Background: an optimization exercise with open tools, aiming at small area and a short achievable clock period. Do not read the settings as production practice. Function was checked by simulation only, so behaviour that the tests miss may differ from the original. Power figures rest on the tool's default switching activity, not on a simulated workload.

Setup of v42:
Design reduce_prime2r, start of the top module:
module reduce_prime2r(
    input               clk,rst_n,
    input [69:0]        c,
    output reg [24:0]   res
    );
  wire n1;
  wire n2;
  wire n3;
  wire n4;
  wire n5;
  wire n6;
  wire n7;
  wire n8;
  wire n9;
  wire n10;
  wire n11;
  wire n12;
  wire n13;
  wire n14;
  wire n15;
  wire n16;
  wire n17;
  wire n18;
  wire n19;
  wire n20;
  wire n21;
  wire n22;
  wire n23;
  wire n24;
  wire n25;
  wire n26;
  wire n27;
  wire n28;
  wire n29;
  wire n30;
  wire n31;
  wire n32;
  wire n33;
  wire n34;
  wire n35;
  wire n36;
  wire n37;
  wire n38;
  wire n39;
  wire n40;
  wire n41;
  wire n42;
  wire n43;
  wire n44;
  wire n45;
  wire n46;
  wire n47;
  wire n48;
  wire n49;
  wire n50;
  wire n51;
  wire n52;
  wire n53;
  wire n54;
  wire n55;
  wire n56;
  wire n57;
  wire n58;
  wire n59;
  wire n60;
  wire n61;
  wire n62;
  wire n63;
  wire n64;
  wire n65;
  wire n66;
  wire n67;
  wire n68;
  wire n69;
  wire n70;
  wire n71;
  wire n72;
  wire n73;
  wire n74;
  wire n75;
  wire n76;
  wire n77;
  wire n78;
  wire n79;
  wire n80;
  wire n81;
  wire n82;
  wire n83;
  wire n84;
  wire n85;
  wire n86;
  wire n87;
  wire n88;
  wire n89;
  wire n90;
  wire n91;
  wire n92;
  wire n93;
  wire n94;
  wire n95;
  wire n96;
  wire n97;
  wire n98;
  wire n99;
  wire n100;
  wire n101;
  wire n102;
  wire n103;
  wire n104;
  ...
==> flow/config.mk <==
export PLATFORM = sky130hd
export DESIGN_NAME = reduce_prime2r
export DESIGN_NICKNAME = reduce_prime2r
export VERILOG_FILES = /design/flow/design.v
export SDC_FILE = /design/flow/constraint.sdc
export NUM_CORES = 4
export LEC_CHECK = 0
export CAP_MARGIN = 20
export CORE_MARGIN = 2
export CORE_UTILIZATION = 40
export CTS_BUF_LIST = sky130_fd_sc_hd__clkbuf_4 sky130_fd_sc_hd__clkbuf_8
export SETUP_SLACK_MARGIN = 2.8
export SLEW_MARGIN = 20
export SYNTH_HIERARCHICAL = 1
==> flow/constraint.sdc <==
create_clock -name core_clock -period 5.3 [get_ports {clk}]
set_input_delay 1.0600 -clock core_clock [delete_from_list [all_inputs] [get_ports {clk}]]
set_output_delay 1.0600 -clock core_clock [all_outputs]
set_load 0.01 [all_outputs]
standard.sh (not shown) runs the stock make flow with config.mk's settings and CLKGATE_MAP_FILE= SYNTH_SCRIPT=/design/flow/synth_recipe.tcl, a recipe that flattens the netlist after the stock synthesis.
==> flow/flow/run.sh <==
#!/bin/bash
set -euo pipefail
export BUFFER_PORTS_ARGS="-buffer_cell sky130_fd_sc_hd__buf_1"
bash standard.sh > standard_flow.log 2>&1
--- input diff v42..v19 ---
diff --git a/flow/config.mk b/flow/config.mk
--- a/flow/config.mk
+++ b/flow/config.mk
@@ -10,5 +10,5 @@
 export CORE_UTILIZATION = 40
 export CTS_BUF_LIST = sky130_fd_sc_hd__clkbuf_4 sky130_fd_sc_hd__clkbuf_8
-export SETUP_SLACK_MARGIN = 2.8
+export SETUP_SLACK_MARGIN = 2.6
 export SLEW_MARGIN = 20
 export SYNTH_HIERARCHICAL = 1
[summary]
Cell with the largest stage delay on the worst path: sky130_fd_sc_hd__fa_1 -> v19, sky130_fd_sc_hd__fa_2 -> v42. Summary of v19 over v42: power density normalized to cell area shows an increase of 2.7%; count of pins over their slew limit has remained practically unchanged; routed wire length shows a reduction of 4.4%; remaining global-route overflow closely matched the old numbers. Diff v42 -> v19: mean number of vias per cell shows no meaningful change; proportion of cell area occupied by multi-input gates higher; setup slack fell 0.14 ns; minimum clock period after layout shows an increase of 0.14 ns. Relative to v42, wire length on met1 has gone down in v19. Number of fillers in the final layout essentially unchanged between v42 and v19.
Input changes introduced in v58 (baseline for comparison: v19):
diff --git a/flow/config.mk b/flow/config.mk
--- a/flow/config.mk
+++ b/flow/config.mk
@@ -8,7 +8,7 @@
 export CAP_MARGIN = 20
 export CORE_MARGIN = 2
-export CORE_UTILIZATION = 40
+export CORE_UTILIZATION = 60
 export CTS_BUF_LIST = sky130_fd_sc_hd__clkbuf_4 sky130_fd_sc_hd__clkbuf_8
-export SETUP_SLACK_MARGIN = 2.6
+export SETUP_SLACK_MARGIN = 2.8
 export SLEW_MARGIN = 20
 export SYNTH_HIERARCHICAL = 1
Relative to v19, worst hold slack has decreased by 0.021 ns in v58.
In terms of inverter count, v19 and v58 differ only marginally.
Compared with v19, in v58 sequential share of cell area fell 0.80 points, global-route wire length before repair went down, multi-input combinational area share +0.32 points.

========
== run 1 ==
reduce_prime2r, a different RTL version from the one above (not shown whole).
For scale: roughly 420 cells after synthesis, about 97 I/O pins.
Settings: LEC_CHECK=0, CAP_MARGIN=20, CORE_MARGIN=2, CORE_UTILIZATION=60, CTS_BUF_LIST=sky130_fd_sc_hd__clkbuf_4 sky130_fd_sc_hd__clkbuf_8, PLACE_DENSITY=0.75, SETUP_SLACK_MARGIN=2.7, SLEW_MARGIN=20, SYNTH_HIERARCHICAL=1; clock period 5.3 ns.
Scripts as last shown in full above: flow/flow/run.sh
Per the final summary, run 1 finished and its layout is clean on timing, DRC and antenna.
Changes in run 2 relative to run 1:
Settings: CTS_BUF_LIST now sky130_fd_sc_hd__clkbuf_2 sky130_fd_sc_hd__clkbuf_4 sky130_fd_sc_hd__clkbuf_8, was sky130_fd_sc_hd__clkbuf_4 sky130_fd_sc_hd__clkbuf_8.
From run 1 to run 2, number of max-cap violations did not move at all.
Comparing run 1 against run 2, there is no change at all in power.
As far as non-clock inverter instance count of the final layout goes, run 2 and run 1 are indistinguishable; the numbers are identical.
What run 3 does differently from run 2 at the input level:
Settings: a change of CTS_BUF_LIST from sky130_fd_sc_hd__clkbuf_2 sky130_fd_sc_hd__clkbuf_4 sky130_fd_sc_hd__clkbuf_8 to sky130_fd_sc_hd__clkbuf_4 sky130_fd_sc_hd__clkbuf_8; a deleted SETUP_SLACK_MARGIN that had been 2.7.
Notes after the runs:
Run 3 vs run 2 — number of global-route vias before repair dropped by a few percent
Run 3 — global routing usage summed across all routing layers 1.4 points lower, run 2 as reference
On combinational share of power, the higher figure sits with run 3, not run 2.
Going from run 2 to run 3, total power of the final layout shrank by a few percent.
Every stage of the flow completed for run 3, and the final layout passed the timing, design-rule and antenna checks.
Input changes introduced in run 4 (baseline for comparison: run 3):
Settings: setting SETUP_SLACK_MARGIN to 2.5 for the first time.
--- outcome ---
- Run 4 closes out successfully: all stages finished, all timing, DRC and antenna checks passed.
- Between run 3 and run 4, the clock share of power figures differ only marginally.
- Run 4: final worst setup slack is 0.11 ns higher than what run 3 reported.
- Summary of run 4 over run 3: total power barely changed; setup slack of the worst register-to-register path barely changed; switching part of the total power barely changed.
- Run 4 vs run 3, total iterations of the first detailed-routing run went down by 2.
- Against run 3 as the reference, run 4 delivers a higher final cell count without fillers.
- For run 4, the start point of the critical path was c[46], unlike run 3, where it was c[40].
- Compare run 4 and run 3 | wire length higher: run 4
- Static leakage deteriorates in run 4 relative to run 3.
- Status: register share of the cell area parity (run 3, run 4)
- On number of nets in the layout, run 4 tracks run 3 almost exactly.
Changes in run 5 relative to run 4:
Settings: changing SETUP_SLACK_MARGIN from 2.5 to 2.75.
Notes after the runs:
When run 5 is measured against run 4, its design area turns out 200 um2 higher. Diff run 4 and run 5: wire length of the first global-routing pass higher in run 5. On total power, run 4 beats run 5. End point of the critical path: rb[14] -> run 5, rb[22] -> run 4. Global-route usage: run 5 vs run 4 up 1.4 points. Lower portion of total power attributed to the clock network goes to run 4 over run 5. Achievable clock frequency delta (run 5 − run 4): favourable. The clock latency on the worst-skew pair of run 5 exceeds that of run 4 by 0.02 ns. Compared with run 4, run 5 shows a lower sequential share of cell area. When the final numbers for run 4 and run 5 were put side by side, the share of the clock period used by the worst path turned out to be smaller in run 5.

========
Another version of the RTL of reduce_prime2r (not shown whole).
Size in the first run: ~440 cells after synthesis, about 81 flip-flops, ~97 I/O pins, ~5300 um^2 of cells after synthesis.
Settings: LEC_CHECK=0, CAP_MARGIN=20, CORE_MARGIN=2, CORE_UTILIZATION=40, CTS_BUF_LIST=sky130_fd_sc_hd__clkbuf_4 sky130_fd_sc_hd__clkbuf_8, SETUP_SLACK_MARGIN=2.8, SLEW_MARGIN=20; clock period 5.3 ns.
Scripts as last shown in full above: flow/flow/run.sh
The starting point completed with no timing, DRC or antenna violations.
Next try:
--- a/flow/config.mk
+++ b/flow/config.mk
@@ -10,4 +10,4 @@
 export CORE_UTILIZATION = 40
 export CTS_BUF_LIST = sky130_fd_sc_hd__clkbuf_4 sky130_fd_sc_hd__clkbuf_8
-export SETUP_SLACK_MARGIN = 2.8
+export SETUP_SLACK_MARGIN = 3.0
 export SLEW_MARGIN = 20
What happened: Die area does not change. Area after synthesis stays the same. Sequential share of layout area goes down by 1.9 points. Power increases by about 7%. Hold slack improves by 19 ps.
Next try:
--- a/flow/config.mk
+++ b/flow/config.mk
@@ -9,5 +9,4 @@
 export CORE_MARGIN = 2
 export CORE_UTILIZATION = 40
-export CTS_BUF_LIST = sky130_fd_sc_hd__clkbuf_4 sky130_fd_sc_hd__clkbuf_8
-export SETUP_SLACK_MARGIN = 3.0
+export SETUP_SLACK_MARGIN = 2.8
 export SLEW_MARGIN = 20
=> The new run completed without violations. Critical path depth falls by 1. Cell count falls slightly. Die area is unchanged. Area after synthesis stays the same. Core utilization fell by 1.9 points. Clock power increases by a little under a tenth. Combinational power decreases by a few percent. Cell area drops by a few percent. Global-route usage climbs by 0.59 points.

========
reduce_prime2r, a different RTL version from the one above (not shown whole).
For scale: roughly 430 cells after synthesis, ~81 flip-flops, ~97 I/O pins, roughly 5000 µm² of cells after synthesis.
export LEC_CHECK = 0
export ABC_CLOCK_PERIOD_IN_PS = 2000
export CAP_MARGIN = 20
export CORE_MARGIN = 2
export CORE_UTILIZATION = 60
export CTS_BUF_LIST = sky130_fd_sc_hd__clkbuf_4 sky130_fd_sc_hd__clkbuf_8
export PLACE_DENSITY = 0.75
export SETUP_SLACK_MARGIN = 2.8
export SLEW_MARGIN = 20
export SYNTH_HIERARCHICAL = 1
create_clock -name core_clock -period 5.3 [get_ports {clk}]
Scripts as last shown in full above: flow/flow/run.sh
Change:
Settings changed: ABC_CLOCK_PERIOD_IN_PS 2000 to default.
Result: The new run finished with timing, DRC and antenna clean. Clock power barely changes. Cell area does not change. Wire length is unchanged. Register-to-register slack hardly moves.
Change:
Settings changed: SETUP_SLACK_MARGIN 2.8 to 2.9.
What happened: Total power came out higher by a few percent; global-route usage came out higher by 2.7 points; register-to-register slack is about the same.
Change:
Settings changed: SETUP_SLACK_MARGIN 2.9 to 2.6.
The new run finished with timing, DRC and antenna clean. Total power falls by a few percent. Via count goes down by a little under a tenth. Wire length goes down by about a fifth. Synthesized cell count is unchanged. Sequential cell count stays the same. Maximum frequency decreases by a few percent. Count of clock-buffer cells in the layout goes down by 1. Die area does not change. Hold slack is about the same.

[static timing again, ports no longer ideal]
Ports are ideal in the flow. The routed layouts listed here were re-timed in OpenROAD. Step 1: set_driving_cell puts a clkbuf_16 on clk and a buf_2 on each other input, an assumption about the parent block. Step 2 also shifts input and output timing later by t, the mid clock arrival at the registers, as if the neighbouring blocks saw the same clock. a / b / c = no drivers / after step 1 / after step 2; a / b = the first two.
run	t (ns)	setup WS [ns]	worst setup path after step 2	latest minus earliest clock arrival (ns)	worst slew at a driven data input, ns
v42	0.395	2.788 / 2.777 / 2.382	input to register	0.008 / 0.008	0.06
v19	0.389	2.649 / 2.661 / 2.272	input to register	0.006 / 0.006	0.04
v58	0.372	2.787 / 2.788 / 2.416	input to register	0.017 / 0.018	0.06
run 1	0.384	2.724 / 2.727 / 2.343	input to register	0.009 / 0.008	0.04
run 2	0.384	2.724 / 2.727 / 2.343	input to register	0.009 / 0.008	0.04
run 3	0.379	2.486 / 2.496 / 2.117	input to register	0.012 / 0.012	0.04
run 4	0.377	2.591 / 2.603 / 2.226	input to register	0.008 / 0.009	0.04
run 5	0.397	2.757 / 2.764 / 2.367	input to register	0.011 / 0.010	0.04
the first run of note 3	0.398	2.793 / 2.782 / 2.384	input to register	0.007 / 0.007	0.07
the second run of note 3	0.391	2.795 / 2.784 / 2.393	input to register	0.007 / 0.008	0.06
the third run of note 3	0.374	2.778 / 2.773 / 2.399	input to register	0.006 / 0.006	0.07
the first run of note 4	0.370	2.796 / 2.801 / 2.430	input to register	0.008 / 0.007	0.05
the second run of note 4	0.370	2.796 / 2.801 / 2.430	input to register	0.008 / 0.007	0.05
the third run of note 4	0.371	2.772 / 2.747 / 2.376	input to register	0.014 / 0.014	0.07
the fourth run of note 4	0.374	2.642 / 2.650 / 2.275	input to register	0.013 / 0.013	0.04
After both steps setup and hold are still met in every run listed. The setup slack of the first run of note 3, which loses most, moves by -0.011 ns with the drivers and by -0.409 ns with both steps.
